This design comes from an exercise in tuning for small area on the open sky130 flow, not from production work.
Only simulation tests tie the RTL to the original design; equivalence was not proved.
Power figures rest on the tool's default switching activity, not on a simulated workload.

## flow/design.v

```verilog
module key_ctl
(
input   rst,clk,
input   tick,		 
input   upd,		 
input   key0,		 
input   key1,		 
output  reg buzz,
output  reg en_d,clr_d	 
);
reg cnt_en, cnt_clr;
reg k0p0,k0p1;
reg [4:0] k0cnt;
reg k1p0,k1p1;
reg [4:0] k1cnt;
reg [5:0] bzcnt;	 
wire k0hit = k0cnt[4] & k0cnt[1] & k0cnt[0];	 
wire k1hit = k1cnt[4] & k1cnt[1] & k1cnt[0];
wire k0sat = k0cnt[4] & k0cnt[2];				 
wire k1sat = k1cnt[4] & k1cnt[2];
always@(negedge rst, posedge clk)
if (rst == 0)
    begin
        k0p0 <= 0;
        k0p1 <= 0;
        k0cnt <= 20;
        cnt_en <= 0;
    end
else if (tick)
    begin
        k0p0 <= ~key0;
        k0p1 <= k0p0;
        if (k0p0 != k0p1)
            k0cnt <= 0;
        else if (!k0sat)
            k0cnt <= k0cnt + 1;
        if (k0hit & k0p0)
            cnt_en <= ~cnt_en;
    end
always@(negedge rst, posedge clk)
if (rst == 0)
    begin
        k1p0 <= 0;
        k1p1 <= 0;
        k1cnt <= 20;
        cnt_clr <= 0;
    end
else if (tick)
    begin
        k1p0 <= ~key1;
        k1p1 <= k1p0;
        if (k1p0 != k1p1)
            k1cnt <= 0;
        else if (!k1sat)
            k1cnt <= k1cnt + 1;
        if (k1hit)
            cnt_clr <= k1p0;
    end
always@(negedge rst, posedge clk)
if (rst == 0)
    begin
        buzz <= 0;
        bzcnt <= 32;
    end
else if (tick)
    begin
        if ((k1hit & k1p0) | (k0hit & k0p0))
            bzcnt <= 0;
        else if (!bzcnt[5])
            bzcnt <= bzcnt + 1;
        buzz <= ~bzcnt[5];
    end
always@(negedge rst, posedge clk)
if (rst == 0)
    begin
        en_d <= 0;
        clr_d <= 0;
    end
else if (upd)
    begin
        en_d <= cnt_en;
        clr_d <= cnt_clr;
    end
endmodule
module counters
(
input   rst,clk,
input   upd,
input   cnt_en,cnt_clr,
output  [31:0] bcd8d
);
function [3:0] inc10;
input [3:0] q;
    inc10 = {(q[3] & ~q[0]) | (q[2] & q[1] & q[0]),
             q[2] ^ (q[1] & q[0]),
             q[1] ^ (q[0] & ~q[3]),
             ~q[0]};
endfunction
function [2:0] inc6;
input [2:0] q;
    inc6 = {(q[2] & ~q[0]) | (q[1] & q[0]),
            q[1] ^ (q[0] & ~q[2]),
            ~q[0]};
endfunction
reg n4, n9;			 
reg [3:0] t1, s0, m0, h0, h1;
reg [2:0] s1, m1;
wire c1 = n9;
wire c2 = c1 & t1[3] & t1[0];	 
wire c3 = c2 & s0[3] & s0[0];
wire c4 = c3 & s1[2] & s1[0];	 
wire c5 = c4 & m0[3] & m0[0];
wire c6 = c5 & m1[2] & m1[0];
wire c7 = c6 & h0[3] & h0[0];
always@(negedge rst, posedge clk)
if (rst == 0)
    begin
        n4 <= 0; n9 <= 0;
        t1 <= 0; s0 <= 0; s1 <= 0; m0 <= 0; m1 <= 0; h0 <= 0; h1 <= 0;
    end
else if (upd)
    begin
        if (cnt_en)
            begin
                n4 <= ~n4;
                n9 <= n4;
                if (c1) t1 <= inc10(t1);
                if (c2) s0 <= inc10(s0);
                if (c3) s1 <= inc6(s1);
                if (c4) m0 <= inc10(m0);
                if (c5) m1 <= inc6(m1);
                if (c6) h0 <= inc10(h0);
                if (c7) h1 <= inc10(h1);
            end
        else if (cnt_clr)
            begin
                n4 <= 0; n9 <= 0;
                t1 <= 0; s0 <= 0; s1 <= 0; m0 <= 0; m1 <= 0; h0 <= 0; h1 <= 0;
            end
    end
wire [3:0] t0 = {n9, n4, 1'b0, n9};
assign bcd8d = {h1, h0, 1'b0, m1, m0, 1'b0, s1, s0, t1, t0};
endmodule
module seg_ctl
(
input   rst,clk,
input   upd,
input   ph12,
input   [31:0] bcd8d,
output  [7:0] seg_d,seg_com
);
reg  [12:0] lf;
reg  [2:0]  dsel;
reg  run;		 
wire alive = run | ph12;
always@(negedge rst, posedge clk)
if (rst == 0)
    run <= 0;
else if (upd)
    run <= 1;
wire z12 = (lf[11:0] == 0);
wire fb  = lf[12] ^ lf[4] ^ lf[1] ^ lf[0] ^ z12;
wire wrap = z12 & ~lf[12] & run;
always@(negedge rst, posedge clk)
if (rst == 0)
    lf <= 13'h0800;
else
    lf <= {lf[11:0], fb};
wire [2:0] csel = dsel + wrap;
always@(negedge rst, posedge clk)
if (rst == 0)
    dsel <= 0;
else
    dsel <= csel;
reg [3:0] sdh;
always @*
    case (dsel)
    3'd0    : sdh = bcd8d[03:00];
    3'd1    : sdh = bcd8d[07:04];
    3'd2    : sdh = bcd8d[11:08];
    3'd3    : sdh = bcd8d[15:12];
    3'd4    : sdh = bcd8d[19:16];
    3'd5    : sdh = bcd8d[23:20];
    3'd6    : sdh = bcd8d[27:24];
    default : sdh = bcd8d[31:28];
    endcase
wire dot = ~dsel[0] & (dsel[1] | dsel[2]);
wire [3:0] d = sdh;
wire [6:0] segd;
assign segd[0] = d[3] | d[1] | ~(d[2] ^ d[0]);
assign segd[1] = ~d[2] | ~(d[1] ^ d[0]);
assign segd[2] = d[2] | ~d[1] | d[0];
assign segd[3] = d[3] | (~d[2] & ~d[0]) | (~d[2] & d[1]) | (d[1] & ~d[0]) | (d[2] & ~d[1] & d[0]);
assign segd[4] = ~d[0] & (~d[2] | d[1]);
assign segd[5] = d[3] | d[2] | (~d[1] & ~d[0]);
assign segd[6] = d[3] | (d[2] ^ d[1]) | (d[1] & ~d[0]);
assign seg_d   = alive ? {dot, segd} : 8'h00;
assign seg_com = alive ? (8'h01 << csel) : 8'h00;
endmodule
module stop_watch
(
input   rst,clk,
input   key0,		 
input   key1,		 
input   [3:0] enc,	 
output  buzz,
output  [7:0] seg_d,seg_com
);
reg [3:0] ph;
always@(negedge rst, posedge clk)
if (rst == 0)
    ph <= 0;
else if (ph[3] & ph[0])
    ph <= 0;
else
    ph <= ph + 1;
wire tick = ph[2] & ph[1] & ~ph[0];		 
wire upd  = ~ph[2] & ph[1] & ~ph[0];	 
wire ph12 = ~ph[3] & ~ph[2] & (ph[1] ^ ph[0]);	 
wire en_d, clr_d;
key_ctl ukey_ctl
	(
	.rst	(rst	),
	.clk	(clk	),
	.tick	(tick	),
	.upd	(upd	),
	.key0	(key0	),
	.key1	(key1	),
	.buzz	(buzz	),
	.en_d	(en_d	),
	.clr_d	(clr_d	)
	);
wire [31:0] bcd8d;
counters ucounters
	(
	.rst	(rst	),
	.clk	(clk	),
	.upd	(upd	),
	.cnt_en	(en_d	),
	.cnt_clr(clr_d	),
	.bcd8d	(bcd8d	)
	);
seg_ctl useg_ctl
	(
	.rst	(rst	),
	.clk	(clk	),
	.upd	(upd	),
	.ph12	(ph12	),
	.bcd8d	(bcd8d	),
	.seg_d	(seg_d	),
	.seg_com(seg_com)
	);
endmodule
```

## flow/flow/run.sh

```bash
#!/bin/bash
# Layout flow:
#  1. the standard synthesis (standard.sh synth);
#  2. its combinational logic re-mapped for area by resynth.tcl (yosys/abc);
#     every register keeps its instance name and cell type;
#  3. the standard layout steps, with port buffers of the smallest buffer
#     and a clock tree of small buffers without dummy loads.
# Each tool's output goes to a log file in this folder.
set -eo pipefail
here=$(pwd)
res=$here/orfs/results/$FLOW_PLATFORM/stop_watch/base
bash standard.sh synth > synth.log 2>&1
cp $res/1_2_yosys.v $here/std_synth.v
LIB=$FLOW_HOME/platforms/sky130hd/lib/sky130_fd_sc_hd__tt_025C_1v80.lib \
DONT_USE_FILE=$here/flow/dont_use.txt ABC_SCRIPT=$here/flow/area.abc \
IN_V=$here/std_synth.v OUT_V=$here/resynth.v OUT_STAT=$here/resynth_stat.txt TOP=$FLOW_TOP \
  yosys -c $here/flow/resynth.tcl > resynth.log 2>&1
cp $here/resynth.v $res/1_2_yosys.v
bash standard.sh \
  BUFFER_PORTS_ARGS="-buffer_cell sky130_fd_sc_hd__buf_1" \
  CTS_ARGS="-sink_clustering_enable -repair_clock_nets -dont_use_dummy_load -buf_list sky130_fd_sc_hd__clkbuf_8" \
  finish > standard.log 2>&1
```

## flow/flow/area.abc

```
strash
dch
amap
topo
```

## flow/flow/dont_use.txt

```
sky130_fd_sc_hd__probe_p_8
sky130_fd_sc_hd__probec_p_8
sky130_fd_sc_hd__lpflow_bleeder_1
sky130_fd_sc_hd__lpflow_clkbufkapwr_1
sky130_fd_sc_hd__lpflow_clkbufkapwr_16
sky130_fd_sc_hd__lpflow_clkbufkapwr_2
sky130_fd_sc_hd__lpflow_clkbufkapwr_4
sky130_fd_sc_hd__lpflow_clkbufkapwr_8
sky130_fd_sc_hd__lpflow_clkinvkapwr_1
sky130_fd_sc_hd__lpflow_clkinvkapwr_16
sky130_fd_sc_hd__lpflow_clkinvkapwr_2
sky130_fd_sc_hd__lpflow_clkinvkapwr_4
sky130_fd_sc_hd__lpflow_clkinvkapwr_8
sky130_fd_sc_hd__lpflow_decapkapwr_12
sky130_fd_sc_hd__lpflow_decapkapwr_3
sky130_fd_sc_hd__lpflow_decapkapwr_4
sky130_fd_sc_hd__lpflow_decapkapwr_6
sky130_fd_sc_hd__lpflow_decapkapwr_8
sky130_fd_sc_hd__lpflow_inputiso0n_1
sky130_fd_sc_hd__lpflow_inputiso0p_1
sky130_fd_sc_hd__lpflow_inputiso1n_1
sky130_fd_sc_hd__lpflow_inputiso1p_1
sky130_fd_sc_hd__lpflow_inputisolatch_1
sky130_fd_sc_hd__lpflow_isobufsrc_1
sky130_fd_sc_hd__lpflow_isobufsrc_16
sky130_fd_sc_hd__lpflow_isobufsrc_2
sky130_fd_sc_hd__lpflow_isobufsrc_4
sky130_fd_sc_hd__lpflow_isobufsrc_8
sky130_fd_sc_hd__lpflow_isobufsrckapwr_16
sky130_fd_sc_hd__lpflow_lsbuf_lh_hl_isowell_tap_1
sky130_fd_sc_hd__lpflow_lsbuf_lh_hl_isowell_tap_2
sky130_fd_sc_hd__lpflow_lsbuf_lh_hl_isowell_tap_4
sky130_fd_sc_hd__lpflow_lsbuf_lh_isowell_4
sky130_fd_sc_hd__lpflow_lsbuf_lh_isowell_tap_1
sky130_fd_sc_hd__lpflow_lsbuf_lh_isowell_tap_2
sky130_fd_sc_hd__lpflow_lsbuf_lh_isowell_tap_4
```

## flow/flow/resynth.tcl

```tcl
# Re-map the combinational logic of the standard synthesis netlist for area.
# Registers (and their instance names and cell types) are kept as they are.
yosys -import
set lib $::env(LIB)
set dont_use {}
foreach c [split [string trim [read [open $::env(DONT_USE_FILE)]]]] { lappend dont_use -dont_use $c }
read_liberty -ignore_miss_func $lib
read_verilog $::env(IN_V)
hierarchy -top $::env(TOP)
setattr -mod -set keep_hierarchy 1 sky130_fd_sc_hd__df*
flatten
opt -purge
abc -script $::env(ABC_SCRIPT) -liberty $lib {*}$dont_use
opt_clean -purge
hilomap -singleton -hicell sky130_fd_sc_hd__conb_1 HI -locell sky130_fd_sc_hd__conb_1 LO
tee -o $::env(OUT_STAT) stat -liberty $lib
select $::env(TOP)
write_verilog -noattr -noexpr -nohex -nodec -selected $::env(OUT_V)
```

## flow/standard.sh

```bash
#!/bin/bash
# synth_recipe.tcl (not shown) runs the flow's synth.tcl, then flattens the netlist and writes it again
# the make line also repeats each setting of config.mk as NAME=value (left out here)
make -C /OpenROAD-flow-scripts/flow DESIGN_CONFIG=/design/flow/config.mk WORK_HOME=/design/flow/orfs CLKGATE_MAP_FILE= SYNTH_SCRIPT=/design/flow/synth_recipe.tcl "${@:-finish}"
```

## flow/config.mk

```make
export PLATFORM = sky130hd
export DESIGN_NAME = stop_watch
export DESIGN_NICKNAME = stop_watch
export VERILOG_FILES = /design/flow/design.v
export SDC_FILE = /design/flow/constraint.sdc
export NUM_CORES = 4
export LEC_CHECK = 0
export CAP_MARGIN = 20
export CORE_MARGIN = 2
export CORE_UTILIZATION = 65
export SLEW_MARGIN = 20
```

## flow/constraint.sdc

```tcl
create_clock -name core_clock -period 10.0 [get_ports {clk}]
set_input_delay 2.0000 -clock core_clock [delete_from_list [all_inputs] [get_ports {clk}]]
set_output_delay 2.0000 -clock core_clock [all_outputs]
set_load 0.01 [all_outputs]
```

==> flow_metrics.env, run 1 <==
export IMPL_rsz0062_at_grt="false"
export IMPL_cts_hold_fix_buffers=0
export IMPL_hold_viol=0
export IMPL_die_w_um=77.2
export IMPL_start_util_pct=67.7
export IMPL_antenna_found_initial=0
export IMPL_pwr_share_clk_pct=35.6
export IMPL_relSlewSlack_pct=36.9
export IMPL_setup_tns_final_ns=0
export IMPL_syn_area_um2=3480
export IMPL_grt_overflow=0
export IMPL_ant_nets=0
export IMPL_cts_root_buf="clkbuf_8"
export IMPL_cp_start_kind="flip-flop"
export IMPL_slew_viol_final=0
export IMPL_ys_warn_count=4
export IMPL_routed_wirelength_um=7520
export IMPL_p_leak_uw=0.00150
export IMPL_drive_gt1_share_pct=4.10
export IMPL_swShare_pct=21.5
export IMPL_fin_nets=449
export IMPL_fin_area_um2=3800
export IMPL_io_buffers=20
export IMPL_whs_ns=0.383
export IMPL_ir_drop_v=0.0000825
export IMPL_worst_pin_slew_ns=0.943
export IMPL_cts_resized=0
export IMPL_power_switching_uw=106
export IMPL_clk_transition_reported_paths_ns=0.07
export IMPL_die_h_um=77.2
export IMPL_cts_buffers=9
export IMPL_syn_to_final_growth_pct=9.35
export IMPL_cap_viol_max_count=0
export IMPL_clk_path_buf_depth=2
export IMPL_synth_cells=408
export IMPL_syn_nets=416
export IMPL_path_class="reg2out"
export IMPL_arrival_ns=3.21
export IMPL_status="complete, no violations"
export IMPL_cts_sinks=74
export IMPL_die_area_um2=5950
export IMPL_cts_setup_buffers=0
export IMPL_critPathRequiredTime_ns=8.00
export IMPL_h_tree_depth=3
export IMPL_power_total_uw=492
export IMPL_place_congestion=0.961
export IMPL_hpwl_um=5250
export IMPL_routed_via_density=5.93
export IMPL_wl_per_cell_um=14.8
export IMPL_endpoint_kind="primary output"
export IMPL_period_needed_ns=5.21
export IMPL_cp_max_fo=12
export IMPL_final_common_cell="nor2_1"
export IMPL_setup_viol=0
export IMPL_grt_max_degree=75
export IMPL_worst_r2r_setup_slack_ns=5.97
export IMPL_dr_pass1_iters=5
export IMPL_drc=0
export IMPL_post_dp_cell_area_um2=3650
export IMPL_finalClockSkew_ns=0.0216
export IMPL_grt_pass1_wl_um=13100
export IMPL_grt_pass1_vias=2972
export IMPL_p_int_uw=386
export IMPL_p_per_area_nw_per_um2=129
export IMPL_final_instance_count_excl_fill=509
export IMPL_power_frac_comb_pct=2.6
export IMPL_io_pins=25
export IMPL_final_cell_mix="nor2_1, clkinv_1, dfrtp_1, nand2_1"
export IMPL_max_freq_mhz=192
export IMPL_rows=26
export IMPL_fin_crit_sh_pct=52.1
export IMPL_drtIter0Drc=205
export IMPL_cts_tree="done"
export IMPL_core_area_um2=5140
export IMPL_num_antenna_cells=0
export IMPL_insertion_delay_ns=0.36
export IMPL_grt_usage_pct=28.2
export IMPL_routed_via_count=3017
export IMPL_p_seq_share_pct=61.8
export IMPL_syn_area_per_cell_um2=8.53
export IMPL_hold_class="reg2reg"
export IMPL_placedCellCount=499
## stage by stage
step                      worst slack [ns]  util [%]
final                                 4.79      74.0
after detailed placement              5.20      71.1
after CTS                             4.83      73.5
after floorplan                       5.77         -
after global routing                  4.49      74.0
after global placement                5.22      71.1
## worst paths after layout
| path | end | cells after the start | from |
|---|---|---|---|
| worst min register to register | useg_ctl.lf[7]$_DFF_PN0_ | 0 | useg_ctl.lf[6]$_DFF_PN0_ |
| worst max-delay path | seg_d[3] | 11 | useg_ctl.dsel[2]$_DFF_PN0_ |
| max in group asynchronous | ukey_ctl.k0cnt[4]$_DFFE_PN1P_ | 2 | rst |
| worst min-delay path | useg_ctl.lf[7]$_DFF_PN0_ | 0 | useg_ctl.lf[6]$_DFF_PN0_ |
| min in group asynchronous | useg_ctl.lf[7]$_DFF_PN0_ | 1 | rst |
| worst max register to register | ucounters.m1[2]$_DFFE_PN0P_ | 13 | ucounters.n9$_DFFE_PN0P_ |
## flip-flops by register name (all words and copies together), names as in the netlist, 4 cells and up
name            cells
ph                  4
ucounters.h0        4
ucounters.h1        4
ucounters.m0        4
ucounters.s0        4
ucounters.t1        4
ukey_ctl.bzcnt      6
ukey_ctl.k0cnt      5
ukey_ctl.k1cnt      5
useg_ctl.lf        13
## power by group through the flow
stage	clock (uW)	combinational, uW	sequential, uW
floorplan	0	4.41	309
global placement	0	11.1	309
detailed placement	0	11.5	309
CTS	178	11.6	304
global route	187	14.8	304
finish	175	12.6	304
## routing by layer
layer  up-vias  routed length (um)  track usage [%]
li1       1485                   -                -
met1      1440                3170             34.2
met2        76                3800             47.6
met3        16                 353             6.47
met4         0                 189             13.8
met5         -                   0                0
## final cells by class
| cell class | count | area [um^2] |
|---|---|---|
| Sequential cell | 74 | 1860 |
| Multi-Input combinational cell | 261 | 1350 |
| Fill cell | 438 | 1340 |
| Inverter | 73 | 274 |
| Clock buffer | 9 | 124 |
| Timing Repair Buffer | 22 | 114 |
| Tap cell | 70 | 87.6 |
## critical path, stage by stage, from the launching register on
cell and delay [ns]:
dfrtp_1 0.58, clkinv_1 0.41, nand2_1 0.23, nor2_1 0.08, nor3_1 0.19, nor2_1 0.06
o32ai_1 0.55, clkinv_1 0.21, nor2_1 0.18, nor2_1 0.06, a21oi_1 0.14, buf_1 0.17
==> run 2: changes to the inputs <==
--- a/flow/flow/run.sh
+++ b/flow/flow/run.sh
@@ -20,3 +20,3 @@
   BUFFER_PORTS_ARGS="-buffer_cell sky130_fd_sc_hd__buf_1" \
-  CTS_ARGS="-sink_clustering_enable -repair_clock_nets -dont_use_dummy_load -buf_list sky130_fd_sc_hd__clkbuf_8" \
+  CTS_ARGS="-sink_clustering_enable -repair_clock_nets -dont_use_dummy_load -buf_list sky130_fd_sc_hd__clkbuf_4 -sink_clustering_size 10" \
   finish > standard.log 2>&1
==> run 2 against run 1 <==
Compared with the run above:
- still clean
- sequential power barely moved
- synthesized cell count did not move
- utilization fell by 1.6 points
- global-route usage fell by 0.47 points
- final cell count fell by 0.20%
- critical path depth did not move
- sequential share of layout area rose by 1.1 points
- worst hold slack got worse by 0.0031 ns
- clock skew rose by 0.0098 ns
- die area did not move
- critical path type unchanged
- largest power group unchanged
==> flow_metrics.env, run 2 <==
export IMPL_status="complete, no violations"
export IMPL_dr_pass1_iters=4
export IMPL_top_register="useg_ctl.lf"
export IMPL_place_ws_ns=5.20
export IMPL_die_area_um2=5950
export IMPL_path_cells="clkinv_1 -> nand2_1 -> nor2_1 -> nor3_1 -> nor2_1 -> o32ai_1 -> clkinv_1 -> nor2_1 -> nor2_1 -> a21oi_1 -> buf_1"
export IMPL_num_antenna_cells=0
export IMPL_hold_viol=0
export IMPL_syn_area_per_cell_um2=8.53
export IMPL_relSlewSlack_pct=35.5
export IMPL_insertion_delay_ns=0.42
export IMPL_cap_viol_max_count=0
export IMPL_grt_pass1_vias=3003
export IMPL_largest_reg_flops=13
export IMPL_rsz0062_at_grt="false"
export IMPL_cp_max_fo=12
export IMPL_fillers=451
export IMPL_cts_root_buf="clkbuf_4"
export IMPL_routed_via_density=5.88
export IMPL_syn_to_final_growth_pct=6.94
export IMPL_setup_tns_final_ns=0
export IMPL_cp_start_kind="flip-flop"
export IMPL_period_needed_ns=5.29
export IMPL_h_tree_depth=3
export IMPL_fin_nets=448
export IMPL_fin_crit_sh_pct=52.9
export IMPL_cts_sinks=74
export IMPL_drc=0
export IMPL_syn_nets=416
export IMPL_clk_transition_reported_paths_ns=0.10
export IMPL_max_freq_mhz=189
export IMPL_wl_per_cell_um=14.1
export IMPL_cp_buffers_inverters=3
export IMPL_finalClockSkew_ns=0.0314
export IMPL_p_per_area_nw_per_um2=119
export IMPL_hold_class="reg2reg"
export IMPL_grt_overflow=0
export IMPL_cts_tree="done"
export IMPL_synth_cells=408
export IMPL_arrival_ns=3.29
export IMPL_slew_viol_final=0
export IMPL_ant_nets=0
export IMPL_grt_max_degree=75
export IMPL_grt_usage_pct=27.7
export IMPL_core_area_um2=5140
export IMPL_io_buffers=20
export IMPL_crit_slowest_cell="dfrtp_1"
export IMPL_p_leak_uw=0.00146
export IMPL_path_class="reg2out"
export IMPL_setup_viol=0
export IMPL_cts_buffers=9
export IMPL_critPathRequiredTime_ns=8.00
export IMPL_routed_wirelength_um=7160
export IMPL_endpoint_kind="primary output"
export IMPL_drive_gt1_share_pct=3.88
export IMPL_io_pins=25
export IMPL_grt_pass1_wl_um=12900
export IMPL_setup_ws_ns=4.71
export IMPL_start_util_pct=67.7
export IMPL_fin_area_um2=3720
export IMPL_cts_setup_buffers=0
export IMPL_worst_pin_slew_ns=0.968
export IMPL_cpLargestDelayFamily="buffers and inverters"
export IMPL_slowest_delay_ns=0.60
export IMPL_routed_via_count=2985
export IMPL_post_dp_cell_area_um2=3650
export IMPL_die_w_um=77.2
export IMPL_syn_area_um2=3480
export IMPL_ir_drop_v=0.0000970
export IMPL_crit_path_frequent_cell="nor2_1"
export IMPL_final_cell_mix="nor2_1, clkinv_1, dfrtp_1, nand2_1"
export IMPL_clk_path_buf_depth=2
export IMPL_cts_hold_fix_buffers=0
export IMPL_drtIter0Drc=177
export IMPL_final_common_cell="nor2_1"
export IMPL_rows=26
export IMPL_hpwl_um=5250
export IMPL_die_h_um=77.2
export IMPL_place_congestion=0.961
export IMPL_reg_top3="useg_ctl.lf (13), ukey_ctl.bzcnt (6)"
export IMPL_cts_resized=0
export IMPL_ys_warn_count=4
export IMPL_antenna_found_initial=0
export IMPL_power_total_uw=443
## run 2: worst register-to-register path: stages (launching register included)
cell	delay, ns
dfrtp_1	0.39
clkinv_1	0.14
nor2_1	0.19
clkinv_1	0.10
nor2_1	0.20
clkinv_1	0.12
nor3_1	0.33
nand3_1	0.22
nor4_1	0.31
o21ai_0	0.19
nor2_1	0.76
clkinv_1	0.48
a22oi_1	0.32
o22ai_1	0.12
## run 2: final timing paths
check / from / to / slack, ns / cells past startpoint
setup / recovery: useg_ctl.dsel[2]$_DFF_PN0_ / seg_d[3] / 4.71 / 11
hold / removal: useg_ctl.lf[0]$_DFF_PN0_ / useg_ctl.lf[1]$_DFF_PN0_ / 0.38 / 0
setup reg to reg: ucounters.n9$_DFFE_PN0P_ / ucounters.m1[2]$_DFFE_PN0P_ / 5.98 / 13
hold reg to reg: useg_ctl.lf[0]$_DFF_PN0_ / useg_ctl.lf[1]$_DFF_PN0_ / 0.38 / 0
max in group asynchronous: rst / ukey_ctl.k1cnt[1]$_DFFE_PN0P_ / 7.61 / 1
min in group asynchronous: rst / useg_ctl.lf[7]$_DFF_PN0_ / 1.75 / 1
## run 2: layout make-up
class                      count  area, um^2  area share, %
timing repair buffer          21        86.3           2.32
inverter                      73         274           7.36
tap                           70        87.6           2.35
sequential                    74        1860           50.0
multi-input combinational    261        1350           36.2
clock buffer                   9        67.6           1.82
## run 2: where the power goes
part           internal [uW]  switching (uW)
clock network           41.8            86.8
registers                302            2.03
logic                   2.79            8.35
total                    346            97.2
## run 2: per-stage QoR
step	cells	utilization, %	hold slack (ns)
floorplan	408	-	0.354
global placement	499	71.1	0.361
detailed placement	499	71.1	0.366
CTS	508	72.4	0.379
global route	508	72.4	0.391
finish	508	72.4	0.379
## run 2: layer usage
metal | GRT usage (%) | vias to the layer above | wire (um)
met3 | 7.29 | 23 | 348
met4 | 15.2 | 0 | 225
met5 | 0 | - | 0
li1 | - | 1489 | -
met2 | 45.9 | 71 | 3480
met1 | 33.0 | 1402 | 3110
==> run 3: changes to the inputs <==
--- a/flow/flow/run.sh
+++ b/flow/flow/run.sh
@@ -3,3 +3,3 @@
 #  1. the standard synthesis (standard.sh synth);
-#  2. its combinational logic re-mapped for area by resynth.tcl (yosys/abc);
+#  2. its combinational logic re-synthesized for area by resynth.tcl (yosys, abc deepsyn);
 #     every register keeps its instance name and cell type;
==> flow/flow/area.abc (replaced) <==
strash
&get -n
&deepsyn -T 30
&dch -f
&nf -R 1000
&put
topo
==> run 3 against run 2 <==
Compared with the run above:
- still clean
- die area shrank 7.8%
- register-to-register slack gained 0.46 ns
- final cell count shrank 19%
- synthesized cell count shrank 23%
- clock skew grew 0.0040 ns
- first-iteration DRC count shrank 24%
- largest cell class unchanged
==> flow_metrics.env, run 3 <==
export IMPL_setup_viol=0
export IMPL_h_tree_depth=3
export IMPL_post_dp_cell_area_um2=3360
export IMPL_cts_sinks=74
export IMPL_antenna_found_initial=0
export IMPL_synth_cells=315
export IMPL_dr_pass1_iters=5
export IMPL_grt_usage_pct=24.4
export IMPL_p_leak_uw=0.00156
export IMPL_cts_hold_fix_buffers=0
export IMPL_rsz0062_at_grt="false"
export IMPL_fin_crit_sh_pct=49.4
export IMPL_max_freq_mhz=202
export IMPL_syn_nets=323
export IMPL_cts_setup_buffers=0
export IMPL_die_w_um=74.1
export IMPL_start_util_pct=67.6
export IMPL_largest_reg_flops=13
export IMPL_drc=0
export IMPL_cp_max_fo=14
export IMPL_drtIter0Drc=135
export IMPL_io_buffers=20
export IMPL_cts_root_buf="clkbuf_4"
export IMPL_reg_top3="useg_ctl.lf (13), ukey_ctl.bzcnt (6)"
export IMPL_grt_max_degree=75
export IMPL_finalClockSkew_ns=0.0353
export IMPL_p_per_area_nw_per_um2=129
export IMPL_syn_area_um2=3190
export IMPL_relSlewSlack_pct=39.6
export IMPL_clk_transition_reported_paths_ns=0.12
export IMPL_ys_warn_count=4
export IMPL_cap_viol_max_count=0
export IMPL_hpwl_um=4320
export IMPL_clk_path_buf_depth=2
export IMPL_routed_wirelength_um=6080
export IMPL_critPathRequiredTime_ns=8.00
export IMPL_cts_buffers=9
export IMPL_cts_resized=0
export IMPL_final_common_cell="dfrtp_1"
export IMPL_path_class="reg2out"
export IMPL_core_area_um2=4720
export IMPL_endpoint_kind="primary output"
export IMPL_slew_viol_final=0
export IMPL_fin_area_um2=3430
export IMPL_syn_to_final_growth_pct=7.37
export IMPL_routed_via_density=5.93
export IMPL_cts_tree="done"
export IMPL_grt_overflow=0
export IMPL_cp_start_kind="flip-flop"
export IMPL_drive_gt1_share_pct=4.93
export IMPL_rows=25
export IMPL_ir_drop_v=0.000103
export IMPL_die_h_um=74.1
export IMPL_period_needed_ns=4.94
export IMPL_io_pins=25
export IMPL_hold_class="reg2reg"
export IMPL_worst_pin_slew_ns=0.906
export IMPL_die_area_um2=5490
export IMPL_wl_per_cell_um=14.7
export IMPL_ant_nets=0
export IMPL_grt_pass1_vias=2238
export IMPL_syn_area_per_cell_um2=10.1
export IMPL_num_antenna_cells=0
export IMPL_grt_pass1_wl_um=9980
export IMPL_fin_nets=355
export IMPL_top_register="useg_ctl.lf"
export IMPL_hold_viol=0
export IMPL_insertion_delay_ns=0.42
export IMPL_setup_tns_final_ns=0
export IMPL_status="complete, no violations"
export IMPL_arrival_ns=2.94
export IMPL_routed_via_count=2443
export IMPL_place_congestion=0.936
export IMPL_final_cell_mix="dfrtp_1, nor2_1, a21oi_1, nand2_1, nor3_1"
run 3: cell types whose count changed in the layout (fill, tap and decap cells not counted), moves of 6 or more:
cell,before,now
nand2_1,29,20
and3_1,0,14
clkinv_1,73,7
xnor2_1,0,8
a21oi_1,23,29
a211oi_1,13,2
o21ai_0,23,16
nand2b_1,0,7
nor2_1,81,44
and2_0,1,8
o22ai_1,16,5
run 3: worst max-delay path: stages (launching register included):
cell and delay, ns:
dfrtp_1 0.54, nand2b_1 0.32, o22a_1 0.26, o22ai_1 0.19, a31oi_1 0.06, a21oi_1 0.30, or2_0 0.22, nand2_1 0.10
or2_0 0.22, a31oi_1 0.16, buf_1 0.17
run 3: final cells by class:
class,instances,area (um^2)
Clock buffer,9,67.6
Fill cell,365,1290
Inverter,7,26.3
Multi-Input combinational cell,234,1310
Sequential cell,74,1860
Tap cell,67,83.8
Timing Repair Buffer,21,83.8
run 3: layer usage:
metal	vias to the layer above	global-route usage, %	share of wire (%)
li1	1196	-	-
met1	1187	31.0	45
met2	46	39.7	48
met3	14	7.05	4.2
met4	0	9.70	2.2
met5	-	0	0
run 3: final timing paths:
path | from | cells after the start | to | slack (ns)
max in group asynchronous | rst | 2 | ucounters.m0[0]$_DFFE_PN0P_ | 7.60
hold / removal | useg_ctl.lf[7]$_DFF_PN0_ | 0 | useg_ctl.lf[8]$_DFF_PN0_ | 0.34
setup reg to reg | ph[0]$_DFF_PN0_ | 13 | ucounters.h1[1]$_DFFE_PN0P_ | 6.44
min in group asynchronous | rst | 2 | ucounters.m1[1]$_DFFE_PN0P_ | 1.77
hold reg to reg | useg_ctl.lf[7]$_DFF_PN0_ | 0 | useg_ctl.lf[8]$_DFF_PN0_ | 0.34
setup / recovery | useg_ctl.dsel[2]$_DFF_PN0_ | 10 | seg_d[6] | 5.06
run 3: power breakdown:
| group | internal [uW] | leakage (uW) | switching, uW |
|---|---|---|---|
| Clock | 41.8 | 0.0000414 | 85.3 |
| Combinational | 2.90 | 0.000577 | 7.31 |
| Sequential | 303 | 0.000941 | 2.82 |
run 3: per-stage QoR:
step | power [uW] | hold WS, ns | setup slack [ns] | instances | utilization, %
6_report | 443 | 0.340 | 5.06 | 412 | 72.6
4_1_cts | 447 | 0.347 | 5.08 | 412 | 72.6
2_1_floorplan | 314 | 0.346 | 5.85 | 315 | -
3_5_place_dp | 322 | 0.360 | 5.52 | 403 | 71.2
3_3_place_gp | 322 | 0.353 | 5.52 | 403 | 71.2
5_1_grt | 462 | 0.364 | 4.70 | 412 | 72.6
==> run 4: changes to the inputs <==
--- a/flow/flow/run.sh
+++ b/flow/flow/run.sh
@@ -20,3 +20,3 @@
   BUFFER_PORTS_ARGS="-buffer_cell sky130_fd_sc_hd__buf_1" \
-  CTS_ARGS="-sink_clustering_enable -repair_clock_nets -dont_use_dummy_load -buf_list sky130_fd_sc_hd__clkbuf_4 -sink_clustering_size 10" \
+  CTS_ARGS="-sink_clustering_enable -repair_clock_nets -dont_use_dummy_load -buf_list sky130_fd_sc_hd__clkbuf_4 -sink_clustering_size 8 -sink_clustering_max_diameter 40" \
   finish > standard.log 2>&1
==> run 4 against run 3 <==
Compared with the run above:
- still clean
- clock skew did not move
- global-route usage did not move
- flip-flop and latch count did not move
- utilization did not move
- maximum frequency did not move
- setup slack did not move
- synthesized cell count did not move
- count of clock-buffer cells in the layout did not move
- via count did not move
- area after synthesis did not move
- final cell count did not move
- die area did not move
- critical endpoint unchanged
==> flow_metrics.env, run 4 <==
export IMPL_status="complete, no violations"
export IMPL_synth_cells=315
export IMPL_core_area_um2=4720
export IMPL_grt_usage_pct=24.4
export IMPL_setup_viol=0
export IMPL_grt_max_degree=75
export IMPL_syn_area_per_cell_um2=10.1
export IMPL_r2r_start="ph[0]$_DFF_PN0_"
export IMPL_ant_nets=0
export IMPL_endpoint_kind="primary output"
export IMPL_pwr_share_clk_pct=28.7
export IMPL_p_seq_share_pct=69.0
export IMPL_p_leak_uw=0.00156
export IMPL_clk_transition_reported_paths_ns=0.12
export IMPL_max_freq_mhz=202
export IMPL_rows=25
export IMPL_slowest_delay_ns=0.54
export IMPL_top_register="useg_ctl.lf"
export IMPL_crit_slowest_cell="dfrtp_1"
export IMPL_reg_top3="useg_ctl.lf (13), ukey_ctl.bzcnt (6)"
export IMPL_final_cell_mix="dfrtp_1, nor2_1, a21oi_1, nand2_1, nor3_1"
export IMPL_rsz0062_at_grt="false"
export IMPL_insertion_delay_ns=0.42
export IMPL_setup_tns_final_ns=0
export IMPL_placedCellCount=403
export IMPL_cp_buffers_inverters=1
export IMPL_num_antenna_cells=0
export IMPL_path_cells="nand2b_1 -> o22a_1 -> o22ai_1 -> a31oi_1 -> a21oi_1 -> or2_0 -> nand2_1 -> or2_0 -> a31oi_1 -> buf_1"
export IMPL_start_util_pct=67.6
export IMPL_hpwl_um=4320
export IMPL_dr_pass1_iters=5
export IMPL_p_per_area_nw_per_um2=129
export IMPL_cts_root_buf="clkbuf_4"
export IMPL_hold_viol=0
export IMPL_final_instance_count_excl_fill=412
export IMPL_cts_sinks=74
export IMPL_largest_reg_flops=13
export IMPL_cts_hold_fix_buffers=0
export IMPL_fin_nets=355
export IMPL_final_common_cell="dfrtp_1"
export IMPL_cts_buffers=9
export IMPL_cpLargestDelayFamily="compound AO/OA/AOI/OAI gates"
export IMPL_grt_pass1_vias=2238
export IMPL_reg2reg_depth=13
export IMPL_cp_max_fo=14
export IMPL_drtIter0Drc=135
export IMPL_cts_tree="done"
export IMPL_period_needed_ns=4.94
export IMPL_cap_viol_max_count=0
export IMPL_grt_pass1_wl_um=9980
export IMPL_die_w_um=74.1
export IMPL_fillers=365
export IMPL_power_switching_uw=95.4
export IMPL_routed_via_density=5.93
export IMPL_cts_resized=0
export IMPL_drive_gt1_share_pct=4.93
export IMPL_place_congestion=0.936
export IMPL_swShare_pct=21.5
export IMPL_io_buffers=20
export IMPL_p_int_uw=348
export IMPL_h_tree_depth=3
export IMPL_holdPathEnd="useg_ctl.lf[8]$_DFF_PN0_"
export IMPL_worst_r2r_setup_slack_ns=6.44
export IMPL_fin_crit_sh_pct=49.4
export IMPL_syn_to_final_growth_pct=7.37
export IMPL_drc=0
export IMPL_routed_wirelength_um=6080
export IMPL_arrival_ns=2.94
export IMPL_io_pins=25
export IMPL_clk_path_buf_depth=2
export IMPL_ir_drop_v=0.000103
export IMPL_cp_depth=10
export IMPL_wl_per_cell_um=14.7
export IMPL_reg2reg_to="ucounters.h1[1]$_DFFE_PN0P_"
export IMPL_path_class="reg2out"
export IMPL_die_area_um2=5490
export IMPL_worstHoldPathCells=0
export IMPL_syn_nets=323
export IMPL_routed_via_count=2443
export IMPL_worst_pin_slew_ns=0.906
export IMPL_hp_start="useg_ctl.lf[7]$_DFF_PN0_"
export IMPL_finalClockSkew_ns=0.0353
export IMPL_cp_start_kind="flip-flop"
export IMPL_critPathRequiredTime_ns=8.00
export IMPL_syn_area_um2=3190
export IMPL_die_h_um=74.1
export IMPL_slew_viol_final=0
export IMPL_grt_overflow=0
export IMPL_cts_setup_buffers=0
export IMPL_relSlewSlack_pct=39.6
export IMPL_hold_class="reg2reg"
export IMPL_ys_warn_count=4
export IMPL_power_frac_comb_pct=2.3
export IMPL_antenna_found_initial=0
-- run 4: cell counts in the layout (fill, tap and decap cells not counted) --
Identical to the previous run, type by type.
-- run 4: cell type report --
| cell class | instances | area, um^2 | area share, % |
|---|---|---|---|
| multi-input cells | 234 | 1310 | 38.1 |
| inverters | 7 | 26.3 | 0.766 |
| repair buffers | 21 | 83.8 | 2.45 |
| clock buffers | 9 | 67.6 | 1.97 |
| flip-flops and latches | 74 | 1860 | 54.2 |
| well taps | 67 | 83.8 | 2.45 |
-- run 4: routing by layer --
metal  GRT usage [%]  vias up  part of all wire, %
met2            39.7       46                   48
met3            7.05       14                  4.2
met1            31.0     1187                   45
met4            9.70        0                  2.2
li1                -     1196                    -
met5               0        -                    0
-- run 4: worst reg2reg max path, delay by kind of cell, from the launching register on --
family | cells | cell delay (ns)
AO/OA/AOI/OAI | 2 | 0.19
buffers and inverters | 1 | 0.08
flip-flops | 1 | 0.42
AND/OR/NAND/NOR | 10 | 2.79
-- run 4: worst max path at each step --
stage / startpoint / to / slack [ns]
after CTS: useg_ctl.dsel[2]$_DFF_PN0_ / seg_d[0] / 5.08
after global placement: useg_ctl.dsel[2]$_DFF_PN0_ / seg_d[6] / 5.52
after global routing: useg_ctl.lf[8]$_DFF_PN0_ / seg_com[3] / 4.70
after floorplan: useg_ctl.dsel[2]$_DFF_PN0_ / seg_d[0] / 5.85
after detailed placement: useg_ctl.dsel[2]$_DFF_PN0_ / seg_d[0] / 5.52
final: useg_ctl.dsel[2]$_DFF_PN0_ / seg_d[6] / 5.06
-- run 4: metrics by stage --
stage	total power [uW]	setup slack (ns)	instance area (um^2)	hold slack [ns]	utilization, %
after floorplan	314	5.85	3190	0.346	-
final	443	5.06	3430	0.340	72.6
after detailed placement	322	5.52	3360	0.360	71.2
after global routing	462	4.70	3430	0.364	72.6
after CTS	447	5.08	3430	0.347	72.6
after global placement	322	5.52	3360	0.353	71.2
-- run 4: power groups by stage --
stage / Clock, uW / Combinational [uW] / Sequential (uW)
detailed placement: 0 / 10.8 / 311
global route: 144 / 12.1 / 306
global placement: 0 / 10.4 / 311
finish: 127 / 10.2 / 306
floorplan: 0 / 3.71 / 311
CTS: 131 / 10.8 / 306
==> run 5: changes to the inputs <==
--- a/flow/design.v
+++ b/flow/design.v
@@ -8,5 +8,4 @@
 output  reg buzz,
-output  reg en_d,clr_d	 
-);
-reg cnt_en, cnt_clr;
+output  reg cnt_en,cnt_clr	 
+);
 reg k0p0,k0p1;
@@ -18,4 +17,6 @@
 wire k1hit = k1cnt[4] & k1cnt[1] & k1cnt[0];
-wire k0sat = k0cnt[4] & k0cnt[2];				 
-wire k1sat = k1cnt[4] & k1cnt[2];
+wire k0top = k0cnt[4] & k0cnt[2];				 
+wire k1top = k1cnt[4] & k1cnt[2];
+wire k0new = k0top & ~k0cnt[0];					 
+wire k1new = k1top & ~k1cnt[0];
 always@(negedge rst, posedge clk)
@@ -25,4 +26,3 @@
         k0p1 <= 0;
-        k0cnt <= 20;
-        cnt_en <= 0;
+        k0cnt <= 21;
     end
@@ -33,7 +33,7 @@
         if (k0p0 != k0p1)
-            k0cnt <= 0;
-        else if (!k0sat)
-            k0cnt <= k0cnt + 1;
-        if (k0hit & k0p0)
-            cnt_en <= ~cnt_en;
+            k0cnt <= k0hit ? 5'd22 : 5'd0;
+        else if (k0top)
+            k0cnt <= k0cnt[1] ? 5'd1 : 5'd21;
+        else
+            k0cnt <= k0cnt + 1'd1;
     end
@@ -44,4 +44,3 @@
         k1p1 <= 0;
-        k1cnt <= 20;
-        cnt_clr <= 0;
+        k1cnt <= 21;
     end
@@ -52,7 +51,20 @@
         if (k1p0 != k1p1)
-            k1cnt <= 0;
-        else if (!k1sat)
-            k1cnt <= k1cnt + 1;
-        if (k1hit)
-            cnt_clr <= k1p0;
+            k1cnt <= k1hit ? 5'd22 : 5'd0;
+        else if (k1top)
+            k1cnt <= k1cnt[1] ? 5'd1 : 5'd21;
+        else
+            k1cnt <= k1cnt + 1'd1;
+    end
+always@(negedge rst, posedge clk)
+if (rst == 0)
+    begin
+        cnt_en <= 0;
+        cnt_clr <= 0;
+    end
+else if (upd)
+    begin
+        if (k0new & k0p1)
+            cnt_en <= ~cnt_en;
+        if (k1new)
+            cnt_clr <= k1p1;
     end
@@ -69,15 +81,4 @@
         else if (!bzcnt[5])
-            bzcnt <= bzcnt + 1;
+            bzcnt <= bzcnt + 1'd1;
         buzz <= ~bzcnt[5];
-    end
-always@(negedge rst, posedge clk)
-if (rst == 0)
-    begin
-        en_d <= 0;
-        clr_d <= 0;
-    end
-else if (upd)
-    begin
-        en_d <= cnt_en;
-        clr_d <= cnt_clr;
     end
@@ -229,4 +230,4 @@
 	.buzz	(buzz	),
-	.en_d	(en_d	),
-	.clr_d	(clr_d	)
+	.cnt_en	(en_d	),
+	.cnt_clr(clr_d	)
 	);
--- a/flow/flow/run.sh
+++ b/flow/flow/run.sh
@@ -20,3 +20,3 @@
   BUFFER_PORTS_ARGS="-buffer_cell sky130_fd_sc_hd__buf_1" \
-  CTS_ARGS="-sink_clustering_enable -repair_clock_nets -dont_use_dummy_load -buf_list sky130_fd_sc_hd__clkbuf_4 -sink_clustering_size 8 -sink_clustering_max_diameter 40" \
+  CTS_ARGS="-sink_clustering_enable -repair_clock_nets -dont_use_dummy_load -buf_list sky130_fd_sc_hd__clkbuf_4 -sink_clustering_size 10" \
   finish > standard.log 2>&1
==> run 5 against run 4 <==
Compared with the run above:
- largest power group unchanged
- global-route usage rose by 0.42 points
- non-clock buffer count rose by 1
- critical path depth rose by 1
- still clean
- maximum frequency fell by 1.4%
- highest routed layer unchanged
- worst hold slack improved by 0.049 ns
- power rose by 11%
- sequential share of layout area fell by 0.76 points
- sequential power rose by 6.9%
- utilization fell by 0.37 points
- setup slack got worse by 0.071 ns
==> flow_metrics.env, run 5 <==
export IMPL_use_met3_pct=7.82
export IMPL_top_register="useg_ctl.lf"
export IMPL_path_class="reg2out"
export IMPL_p_per_area_nw_per_um2=146
export IMPL_routed_wirelength_um=6030
export IMPL_final_instance_count_excl_fill=401
export IMPL_final_cell_mix="dfrtp_1, a21oi_1, nor2_1, nand2_1, buf_1"
export IMPL_syn_area_per_cell_um2=10.0
export IMPL_worst_pin_slew_ns=0.866
export IMPL_clk_path_buf_depth=2
export IMPL_ir_drop_v=0.000108
export IMPL_fin_nets=357
export IMPL_cp_buffers_inverters=2
export IMPL_syn_nets=324
export IMPL_fillers=356
export IMPL_cpLargestDelayFamily="compound AO/OA/AOI/OAI gates"
export IMPL_slew_viol_final=0
export IMPL_core_area_um2=4690
export IMPL_post_dp_cell_area_um2=3310
export IMPL_grt_max_degree=73
export IMPL_endpoint_kind="primary output"
export IMPL_synth_cells=316
export IMPL_drc=0
export IMPL_period_needed_ns=5.01
export IMPL_start_util_pct=67.4
export IMPL_reg_top3="useg_ctl.lf (13), ukey_ctl.bzcnt (6)"
export IMPL_grt_overflow=0
export IMPL_cts_root_buf="clkbuf_4"
export IMPL_cts_hold_fix_buffers=0
export IMPL_die_area_um2=5440
export IMPL_clk_transition_reported_paths_ns=0.11
export IMPL_grt_pass1_wl_um=10200
export IMPL_grt_usage_pct=24.8
export IMPL_finalClockSkew_ns=0.0330
export IMPL_setup_tns_final_ns=0
export IMPL_placedCellCount=391
export IMPL_cts_setup_buffers=0
export IMPL_rows=25
export IMPL_rsz0062_at_grt="false"
export IMPL_drtIter0Drc=199
export IMPL_met2_usage_pct=37.7
export IMPL_routed_via_count=2461
export IMPL_max_freq_mhz=200
export IMPL_insertion_delay_ns=0.40
export IMPL_cts_buffers=9
export IMPL_ant_nets=0
export IMPL_fin_area_um2=3390
export IMPL_grt_pass1_vias=2189
export IMPL_setup_viol=0
export IMPL_p_leak_uw=0.00147
export IMPL_syn_to_final_growth_pct=7.16
export IMPL_setup_ws_ns=4.99
export IMPL_crit_slowest_cell="dfrtp_1"
export IMPL_critPathRequiredTime_ns=8.00
export IMPL_cp_max_fo=10
export IMPL_antenna_found_initial=0
export IMPL_hpwl_um=4090
export IMPL_die_w_um=73.7
export IMPL_cap_viol_max_count=0
export IMPL_syn_area_um2=3160
export IMPL_hold_class="reg2reg"
export IMPL_place_congestion=0.875
export IMPL_io_pins=25
export IMPL_num_antenna_cells=0
export IMPL_slowest_delay_ns=0.47
export IMPL_ys_warn_count=4
export IMPL_power_total_uw=493
export IMPL_met1_usage_pct=35.0
export IMPL_cp_start_kind="flip-flop"
export IMPL_cts_sinks=72
export IMPL_path_cells="and2_0 -> a222oi_1 -> clkinv_1 -> o21ai_0 -> nand3_1 -> nand2_1 -> nor2_1 -> a21oi_1 -> a21o_1 -> o21bai_1 -> buf_1"
export IMPL_grt_busiest_layer="met2"
export IMPL_status="complete, no violations"
export IMPL_cts_resized=0
export IMPL_drive_gt1_share_pct=5.76
export IMPL_hold_viol=0
export IMPL_dr_pass1_iters=6
export IMPL_relSlewSlack_pct=42.2
export IMPL_routed_via_density=6.14
export IMPL_final_common_cell="dfrtp_1"
export IMPL_cts_tree="done"
export IMPL_place_ws_ns=5.40
export IMPL_io_buffers=20
export IMPL_largest_reg_flops=13
export IMPL_arrival_ns=3.01
export IMPL_fin_crit_sh_pct=50.1
export IMPL_wl_per_cell_um=15.0
export IMPL_die_h_um=73.7
export IMPL_h_tree_depth=3
-- run 5: cell types whose count changed in the layout (fill, tap and decap cells not counted), moves of 4 or more --
| cell | delta |
|---|---|
| a21oi_1 | +12 |
| a222oi_1 | +5 |
| and2_0 | -4 |
| dfrtp_1 | -4 |
| mux2_1 | -4 |
| nand2_1 | +9 |
| nor2_1 | -10 |
| nor2b_1 | +5 |
| o221ai_1 | -4 |
| o22ai_1 | -4 |
| xnor2_1 | -4 |
-- run 5: cell type report --
type | instances | area, um^2 | share of cell area (%)
Tap cell | 54 | 67.6 | 1.99
Multi-Input combinational cell | 237 | 1320 | 39.1
Clock buffer | 9 | 67.6 | 1.99
Sequential cell | 72 | 1810 | 53.5
Inverter | 7 | 26.3 | 0.775
Timing Repair Buffer | 22 | 91.3 | 2.70
-- run 5: layer usage --
layer  vias up  share of wire (%)
met2        57                 47
met5         -                  0
met1      1182                 48
li1       1214                  -
met3         8                4.7
met4         0                1.0
-- run 5: final timing paths --
check	endpoint	depth (start not counted)	slack, ns	start
hold / removal	useg_ctl.lf[6]$_DFF_PN0_	0	0.39	useg_ctl.lf[5]$_DFF_PN0_
setup reg to reg	ucounters.h1[1]$_DFFE_PN0P_	13	6.29	ph[0]$_DFF_PN0_
setup / recovery	seg_d[0]	11	4.99	useg_ctl.dsel[2]$_DFF_PN0_
min in group asynchronous	useg_ctl.lf[10]$_DFF_PN0_	2	1.78	rst
max in group asynchronous	ucounters.n9$_DFFE_PN0P_	2	7.63	rst
hold reg to reg	useg_ctl.lf[6]$_DFF_PN0_	0	0.39	useg_ctl.lf[5]$_DFF_PN0_
-- run 5: per-stage QoR --
stage / utilization [%] / hold WS (ns)
final: 72.2 / 0.389
after global routing: 72.2 / 0.401
after CTS: 72.1 / 0.390
after detailed placement: 70.6 / 0.365
after global placement: 70.6 / 0.357
after floorplan: - / 0.354
-- run 5: power by group --
group / internal [uW] / total (uW) / switching, uW
Sequential: 311 / 327 / 15.8
Clock: 41.9 / 126 / 84.2
Combinational: 16.0 / 40.1 / 24.1
Total: 369 / 493 / 124
==> run 6: changes to the inputs <==
==> flow/flow/run.sh (replaced) <==
#!/bin/bash
# Layout flow:
#  1. the standard synthesis (standard.sh synth);
#  2. its combinational logic re-synthesized for area by resynth.tcl (yosys,
#     abc &deepsyn), with 4 random seeds in parallel; the smallest result is
#     kept (or the standard netlist, if none is smaller). Every register
#     keeps its instance name and cell type;
#  3. the standard layout steps, with port buffers of the smallest buffer
#     and a clock tree of small buffers without dummy loads.
# Each tool's output goes to a log file in this folder.
set -o pipefail
here=$(pwd)
res=$here/orfs/results/$FLOW_PLATFORM/stop_watch/base
lib=$FLOW_HOME/platforms/sky130hd/lib/sky130_fd_sc_hd__tt_025C_1v80.lib
bash standard.sh synth > synth.log 2>&1 || exit 1
cp $res/1_2_yosys.v $here/std_synth.v

for s in 1 2 3 4; do
  printf 'strash\n&get -n\n&deepsyn -T 30 -S %s\n&dch -f\n&nf -R 1000\n&put\ntopo\n' $s > $here/resynth_$s.abc
  LIB=$lib DONT_USE_FILE=$here/flow/dont_use.txt ABC_SCRIPT=$here/resynth_$s.abc \
  IN_V=$here/std_synth.v OUT_V=$here/resynth_$s.v OUT_STAT=$here/resynth_$s.stat TOP=$FLOW_TOP \
    timeout 900 yosys -c $here/flow/resynth.tcl > $here/resynth_$s.log 2>&1 &
done
wait

area() { grep -m1 "Chip area for module '\\\\$FLOW_TOP'" "$1" 2>/dev/null | awk '{print $NF}'; }
best=$here/std_synth.v
best_area=$(area $here/resynth_1.stat.in)
[ -z "$best_area" ] && best_area=1e18
for s in 1 2 3 4; do
  a=$(area $here/resynth_$s.stat)
  if [ -n "$a" ] && [ -s $here/resynth_$s.v ] && awk "BEGIN{exit !($a < $best_area)}"; then
    best=$here/resynth_$s.v; best_area=$a
  fi
done
echo "netlist used: $best (area $best_area)" > $here/resynth_choice.log
cp $best $res/1_2_yosys.v

bash standard.sh \
  BUFFER_PORTS_ARGS="-buffer_cell sky130_fd_sc_hd__buf_1" \
  CTS_ARGS="-sink_clustering_enable -repair_clock_nets -dont_use_dummy_load -buf_list sky130_fd_sc_hd__clkbuf_4" \
  finish > standard.log 2>&1
--- a/flow/flow/resynth.tcl
+++ b/flow/flow/resynth.tcl
@@ -9,3 +9,6 @@
 hierarchy -top $::env(TOP)
-setattr -mod -set keep_hierarchy 1 sky130_fd_sc_hd__df*
+set seq_cells {sky130_fd_sc_hd__df* sky130_fd_sc_hd__edf* sky130_fd_sc_hd__sdf* sky130_fd_sc_hd__sedf* sky130_fd_sc_hd__dlx* sky130_fd_sc_hd__dlr* sky130_fd_sc_hd__dlclkp*}
+setattr -mod -set keep_hierarchy 1 {*}$seq_cells
+set n_seq_in [llength [split [string trim [tee -q -s result.string select -list $::env(TOP)/t:sky130_fd_sc_hd__df* $::env(TOP)/t:sky130_fd_sc_hd__edf* $::env(TOP)/t:sky130_fd_sc_hd__sdf* $::env(TOP)/t:sky130_fd_sc_hd__sedf* $::env(TOP)/t:sky130_fd_sc_hd__dlx* $::env(TOP)/t:sky130_fd_sc_hd__dlr* $::env(TOP)/t:sky130_fd_sc_hd__dlclkp*]] "\n"]]
+tee -q -o $::env(OUT_STAT).in stat -liberty $lib
 flatten
@@ -15,2 +18,5 @@
 hilomap -singleton -hicell sky130_fd_sc_hd__conb_1 HI -locell sky130_fd_sc_hd__conb_1 LO
+set n_seq_out [llength [split [string trim [tee -q -s result.string select -list $::env(TOP)/t:sky130_fd_sc_hd__df* $::env(TOP)/t:sky130_fd_sc_hd__edf* $::env(TOP)/t:sky130_fd_sc_hd__sdf* $::env(TOP)/t:sky130_fd_sc_hd__sedf* $::env(TOP)/t:sky130_fd_sc_hd__dlx* $::env(TOP)/t:sky130_fd_sc_hd__dlr* $::env(TOP)/t:sky130_fd_sc_hd__dlclkp*]] "\n"]]
+puts "resynth: registers in $n_seq_in, out $n_seq_out"
+if {$n_seq_in != $n_seq_out} { error "register count changed" }
 tee -o $::env(OUT_STAT) stat -liberty $lib
removed: flow/flow/area.abc
==> run 6 against run 5 <==
Compared with the run above:
- cell area down 0.55%
- still clean on timing, DRC and antenna
- flip-flop and latch count unchanged
- count of clock-buffer cells in the layout unchanged
- sequential share of layout area up 0.30 points
- combinational power down 53%
==> flow_metrics.env, run 6 <==
export IMPL_cp_max_fo=8
export IMPL_cts_resized=0
export IMPL_final_common_cell="dfrtp_1"
export IMPL_cp_startpoint="useg_ctl.dsel[2]$_DFF_PN0_"
export IMPL_reg2reg_to="ucounters.h1[1]$_DFFE_PN0P_"
export IMPL_wl_met2_um=2750
export IMPL_die_w_um=73.6
export IMPL_drtIter0Drc=199
export IMPL_slew_viol_final=0
export IMPL_syn_area_per_cell_um2=10.1
export IMPL_p_leak_uw=0.00150
export IMPL_setup_viol=0
export IMPL_hpwl_um=4150
export IMPL_status="complete, no violations"
export IMPL_io_pins=25
export IMPL_syn_area_um2=3150
export IMPL_cp_start_kind="flip-flop"
export IMPL_top_register="useg_ctl.lf"
export IMPL_grt_overflow=0
export IMPL_rsz0062_at_grt="false"
export IMPL_cts_setup_buffers=0
export IMPL_r2r_start="ph[0]$_DFF_PN0_"
export IMPL_relSlewSlack_pct=41.0
export IMPL_placedCellCount=388
export IMPL_max_freq_mhz=209
export IMPL_die_area_um2=5420
export IMPL_grt_max_degree=73
export IMPL_met3WireLength_um=315
export IMPL_ir_drop_v=0.000131
export IMPL_period_needed_ns=4.79
export IMPL_cts_tree="done"
export IMPL_worst_r2r_setup_slack_ns=6.18
export IMPL_cap_viol_max_count=0
export IMPL_final_instance_count_excl_fill=397
export IMPL_drc=0
export IMPL_io_buffers=20
export IMPL_hold_viol=0
export IMPL_finalClockSkew_ns=0.0339
export IMPL_core_area_um2=4690
export IMPL_wl_met1_um=2810
export IMPL_ant_nets=0
export IMPL_hold_class="reg2reg"
export IMPL_fin_area_um2=3370
export IMPL_routed_via_count=2424
export IMPL_final_cell_mix="dfrtp_1, a21oi_1, nor2_1, nand2_1, buf_1"
export IMPL_setup_tns_final_ns=0
export IMPL_wl_per_cell_um=14.9
export IMPL_insertion_delay_ns=0.41
export IMPL_p_per_area_nw_per_um2=133
export IMPL_grt_pass1_vias=2117
export IMPL_num_antenna_cells=0
export IMPL_endpoint_kind="primary output"
export IMPL_hp_start="useg_ctl.lf[7]$_DFF_PN0_"
export IMPL_post_dp_cell_area_um2=3300
export IMPL_rows=25
export IMPL_cts_sinks=72
export IMPL_dr_pass1_iters=6
export IMPL_place_congestion=0.784
export IMPL_reg2reg_depth=14
export IMPL_routed_via_density=6.11
export IMPL_arrival_ns=2.79
export IMPL_synth_cells=313
export IMPL_drive_gt1_share_pct=5.54
export IMPL_start_util_pct=67.1
export IMPL_crit_end="seg_d[0]"
export IMPL_largest_reg_flops=13
export IMPL_worst_pin_slew_ns=0.882
export IMPL_syn_nets=321
export IMPL_cts_root_buf="clkbuf_4"
export IMPL_syn_to_final_growth_pct=6.95
export IMPL_grt_usage_pct=24.5
export IMPL_clk_path_buf_depth=2
export IMPL_reg_top3="useg_ctl.lf (13), ukey_ctl.bzcnt (6)"
export IMPL_antenna_found_initial=0
export IMPL_grt_pass1_wl_um=9960
export IMPL_ys_warn_count=4
export IMPL_path_class="reg2out"
export IMPL_clk_transition_reported_paths_ns=0.11
export IMPL_fin_crit_sh_pct=47.9
export IMPL_die_h_um=73.6
export IMPL_routed_wirelength_um=5920
export IMPL_critPathRequiredTime_ns=8.00
export IMPL_cts_hold_fix_buffers=0
export IMPL_top_layer="met4"
export IMPL_cts_buffers=9
export IMPL_h_tree_depth=3
export IMPL_fin_nets=353
==> run 6: where the power goes <==
part	switching [uW]	internal, uW
Combinational	12.0	6.86
Sequential	6.56	300
Clock	82.2	41.8
==> run 6: worst min path at each step <==
| stage | endpoint | slack, ns | cells after the start |
|---|---|---|---|
| after floorplan | useg_ctl.lf[4]$_DFF_PN0_ | 0.35 | 0 |
| after global placement | useg_ctl.lf[6]$_DFF_PN0_ | 0.36 | 0 |
| after detailed placement | useg_ctl.lf[6]$_DFF_PN0_ | 0.37 | 0 |
| after CTS | useg_ctl.lf[8]$_DFF_PN0_ | 0.36 | 0 |
| after global routing | useg_ctl.lf[8]$_DFF_PN0_ | 0.37 | 0 |
| final | useg_ctl.lf[8]$_DFF_PN0_ | 0.35 | 0 |
==> run 6: critical path, cell delays in order (launching register included) <==
cell and delay [ns]:
dfrtp_1 0.46, nor2b_1 0.49, a221oi_1 0.15, nand2_1 0.10, a21oi_1 0.04, a31oi_1 0.36, nand2_1 0.12, and2_0 0.17
nor3b_1 0.25, a21oi_1 0.11, buf_1 0.16
==> run 6: stage by stage <==
stage | utilization, % | worst slack [ns] | total power, uW | hold WS, ns
after floorplan | - | 6.07 | 321 | 0.354
after global placement | 70.4 | 5.66 | 330 | 0.359
after detailed placement | 70.4 | 5.66 | 331 | 0.366
after CTS | 71.8 | 5.21 | 454 | 0.361
after global routing | 71.8 | 4.91 | 471 | 0.366
final | 71.8 | 5.21 | 450 | 0.354
==> run 6: metal layers <==
metal,vias to the layer above,GRT usage [%]
met5,-,0
met1,1144,34.4
li1,1207,-
met4,0,8.48
met2,68,37.0
met3,5,7.00
==> run 6: cell type report <==
type	instances	area [um^2]
Timing Repair Buffer	21	83.8
Clock buffer	9	67.6
Sequential cell	72	1810
Inverter	6	22.5
Multi-Input combinational cell	235	1320
Fill cell	363	1320
Tap cell	54	67.6
==> run 7: changes to the inputs <==
--- a/flow/flow/run.sh
+++ b/flow/flow/run.sh
@@ -40,3 +40,3 @@
   BUFFER_PORTS_ARGS="-buffer_cell sky130_fd_sc_hd__buf_1" \
-  CTS_ARGS="-sink_clustering_enable -repair_clock_nets -dont_use_dummy_load -buf_list sky130_fd_sc_hd__clkbuf_4" \
+  CTS_ARGS="-sink_clustering_enable -repair_clock_nets -dont_use_dummy_load -buf_list \"sky130_fd_sc_hd__clkbuf_2 sky130_fd_sc_hd__clkbuf_4\" -sink_clustering_size 6" \
   finish > standard.log 2>&1
==> run 7 against run 6 <==
Compared with the run above:
- synthesized cell count down 0.32%
- the run now fails in clock tree synthesis (4_1_cts)
- area after synthesis about the same
==> flow_metrics.env, run 7 <==
export IMPL_status="did not finish"
export IMPL_failed_stage="clock tree synthesis (4_1_cts)"
export IMPL_toolErrorMsg="[ERROR STA-0564] clock_tree_synthesis positional arguments not supported."
export IMPL_start_util_pct=67.1
export IMPL_syn_area_um2=3150
export IMPL_die_w_um=73.6
export IMPL_placedCellCount=387
export IMPL_die_h_um=73.6
export IMPL_ys_warn_count=4
export IMPL_place_congestion=0.907
export IMPL_syn_nets=320
export IMPL_io_pins=25
export IMPL_hpwl_um=4160
export IMPL_synth_cells=312
export IMPL_syn_area_per_cell_um2=10.1
export IMPL_rows=25
export IMPL_io_buffers=20
==> run 7: stage by stage <==
step | util [%] | cell area, um^2 | setup slack [ns] | total power, uW
after floorplan | - | 3150 | 5.78 | 320
after global placement | 70.3 | 3300 | 5.64 | 329
after detailed placement | 70.3 | 3300 | 5.58 | 330
==> run 7: how the worst max path moves through the flow <==
| stage | endpoint | cells after the start | start | slack [ns] |
|---|---|---|---|---|
| 2_1_floorplan | seg_d[0] | 7 | useg_ctl.dsel[1]$_DFF_PN0_ | 5.78 |
| 3_3_place_gp | seg_d[0] | 8 | useg_ctl.dsel[2]$_DFF_PN0_ | 5.64 |
| 3_5_place_dp | seg_d[0] | 8 | useg_ctl.dsel[1]$_DFF_PN0_ | 5.58 |
==> run 7: power by group through the flow <==
stage / combinational, uW / sequential [uW] / clock [uW]
after floorplan: 9.43 / 311 / 0
after global placement: 16.5 / 312 / 0
after detailed placement: 17.0 / 313 / 0
==> run 8: changes to the inputs <==
--- a/flow/flow/run.sh
+++ b/flow/flow/run.sh
@@ -40,3 +40,3 @@
   BUFFER_PORTS_ARGS="-buffer_cell sky130_fd_sc_hd__buf_1" \
-  CTS_ARGS="-sink_clustering_enable -repair_clock_nets -dont_use_dummy_load -buf_list \"sky130_fd_sc_hd__clkbuf_2 sky130_fd_sc_hd__clkbuf_4\" -sink_clustering_size 6" \
+  CTS_ARGS="-sink_clustering_enable -repair_clock_nets -dont_use_dummy_load -buf_list sky130_fd_sc_hd__clkbuf_4 -sink_clustering_size 10" \
   finish > standard.log 2>&1
==> run 8 against run 7 <==
Compared with the run above:
- the run now finishes clean
- area after synthesis about the same
- synthesized cell count rose by 1.6%
==> flow_metrics.env, run 8 <==
export IMPL_crit_path_frequent_cell="nor2_1"
export IMPL_cts_buffers=9
export IMPL_routed_wirelength_um=6050
export IMPL_multi_input_area_um2=1300
export IMPL_routed_via_density=6.14
export IMPL_fillers=356
export IMPL_cts_setup_buffers=0
export IMPL_setup_viol=0
export IMPL_setup_ws_ns=5.42
export IMPL_grt_overflow=0
export IMPL_slew_viol_final=0
export IMPL_wl_per_cell_um=15.0
export IMPL_place_congestion=0.825
export IMPL_pwr_share_clk_pct=27.9
export IMPL_antenna_found_initial=0
export IMPL_syn_area_per_cell_um2=9.93
export IMPL_regArea_um2=1810
export IMPL_fin_crit_sh_pct=45.8
export IMPL_hold_class="reg2reg"
export IMPL_cp_max_fo=9
export IMPL_status="complete, no violations"
export IMPL_ant_nets=0
export IMPL_hold_viol=0
export IMPL_cp_buffers_inverters=2
export IMPL_worstHoldPathCells=0
export IMPL_rsz0062_at_grt="false"
export IMPL_swShare_pct=22.4
export IMPL_dr_pass1_iters=4
export IMPL_cp_depth=9
export IMPL_cts_tree="done"
export IMPL_hpwl_um=4200
export IMPL_grt_pass1_vias=2168
export IMPL_worst_pin_slew_ns=0.873
export IMPL_largest_reg_flops=13
export IMPL_reg2reg_depth=11
export IMPL_cp_start_kind="flip-flop"
export IMPL_arrival_ns=2.58
export IMPL_drc=0
export IMPL_cap_viol_max_count=0
export IMPL_insertion_delay_ns=0.41
export IMPL_place_ws_ns=5.85
export IMPL_grt_max_degree=73
export IMPL_clk_transition_reported_paths_ns=0.11
export IMPL_final_instance_count_excl_fill=403
export IMPL_p_int_uw=348
export IMPL_drive_gt1_share_pct=6.30
export IMPL_io_pins=25
export IMPL_p_per_area_nw_per_um2=133
export IMPL_die_h_um=73.6
export IMPL_period_needed_ns=4.58
export IMPL_drtIter0Drc=218
export IMPL_placedCellCount=394
export IMPL_cts_sinks=72
export IMPL_routed_via_count=2476
export IMPL_fin_nets=359
export IMPL_endpoint_kind="primary output"
export IMPL_power_frac_comb_pct=3.9
export IMPL_synth_cells=317
export IMPL_die_w_um=73.6
export IMPL_crit_slowest_cell="mux4_2"
export IMPL_syn_area_um2=3150
export IMPL_reg_top3="useg_ctl.lf (13), ukey_ctl.bzcnt (6)"
export IMPL_clk_path_buf_depth=2
export IMPL_relSlewSlack_pct=41.8
export IMPL_cts_resized=0
export IMPL_power_switching_uw=101
export IMPL_h_tree_depth=3
export IMPL_grt_pass1_wl_um=10200
export IMPL_slowest_delay_ns=0.53
export IMPL_critPathRequiredTime_ns=8.00
export IMPL_io_buffers=20
run 8: worst register-to-register path, stage by stage (launching register included):
cell and delay [ns]:
dfrtp_1 0.45, nor3b_1 0.30, and4_1 0.37, and3_1 0.35
and3_1 0.26, and3_1 0.32, and3_1 0.31, and3_1 0.35
and3_1 0.31, nor2b_1 0.19, a21oi_1 0.05, a21oi_1 0.13
run 8: metrics by stage:
step                      power (uW)  hold WS [ns]  instance area, um^2
after floorplan                  320         0.354                 3150
after global placement           328         0.361                 3310
after detailed placement         329         0.365                 3310
after CTS                        454         0.381                 3380
after global routing             468         0.400                 3380
final                            449         0.376                 3380
run 8: layout make-up:
cell class	instances	share of cell area, %
Clock buffer	9	2.00
Multi-Input combinational cell	235	38.4
Inverter	10	1.11
Timing Repair Buffer	23	2.92
Tap cell	54	2.00
Sequential cell	72	53.6
run 8: power groups by stage:
stage | Combinational [uW] | Sequential (uW) | Clock (uW)
2_1_floorplan | 9.92 | 310 | 0
3_3_place_gp | 17.3 | 311 | 0
3_5_place_dp | 18.1 | 311 | 0
4_1_cts | 18.0 | 306 | 130
5_1_grt | 20.7 | 307 | 141
6_report | 17.5 | 306 | 125
run 8: final timing paths:
kind	start	end	slack (ns)
hold / removal	useg_ctl.lf[7]$_DFF_PN0_	useg_ctl.lf[8]$_DFF_PN0_	0.38
hold reg to reg	useg_ctl.lf[7]$_DFF_PN0_	useg_ctl.lf[8]$_DFF_PN0_	0.38
setup / recovery	useg_ctl.dsel[2]$_DFF_PN0_	seg_d[0]	5.42
setup reg to reg	ph[0]$_DFF_PN0_	ucounters.h1[1]$_DFFE_PN0P_	6.51
max in group asynchronous	rst	ucounters.h0[3]$_DFFE_PN0P_	7.60
min in group asynchronous	rst	useg_ctl.lf[0]$_DFF_PN0_	1.79
run 8: routing by layer:
metal / track usage, % / up-vias / share of wire, %
met5: 0 / - / 0
li1: - / 1220 / -
met2: 39.1 / 60 / 48
met1: 33.6 / 1188 / 46
met4: 5.86 / 0 / 1.1
met3: 8.23 / 8 / 4.9

re-timing with driven ports:
No port has a modelled driver above. Below, the same layouts with a new extraction and two added sets of constraints. Step 1, drivers: a clkbuf_16 drives clk and a buf_2 each remaining input, both assumed. Step 2 times the ports against the registers' clock, not the clock port: input delays grow and output delays shrink by t, the midpoint of the rising clock arrivals with the driver on. a / b / c = no drivers / after step 1 / after step 2; a / b = the first two.
run | t (ns) | setup slack, ns
run 1 | 0.383 | 4.790 / 4.760 / 5.143
run 2 | 0.431 | 4.713 / 4.686 / 5.117
run 3 | 0.429 | 5.060 / 5.034 / 5.463
run 4 | 0.429 | 5.060 / 5.034 / 5.463
run 5 | 0.415 | 4.989 / 4.962 / 5.377
run 6 | 0.421 | 5.207 / 5.183 / 5.604
run 8 | 0.417 | 5.421 / 5.393 / 5.811
After both steps every run listed still meets setup and hold.
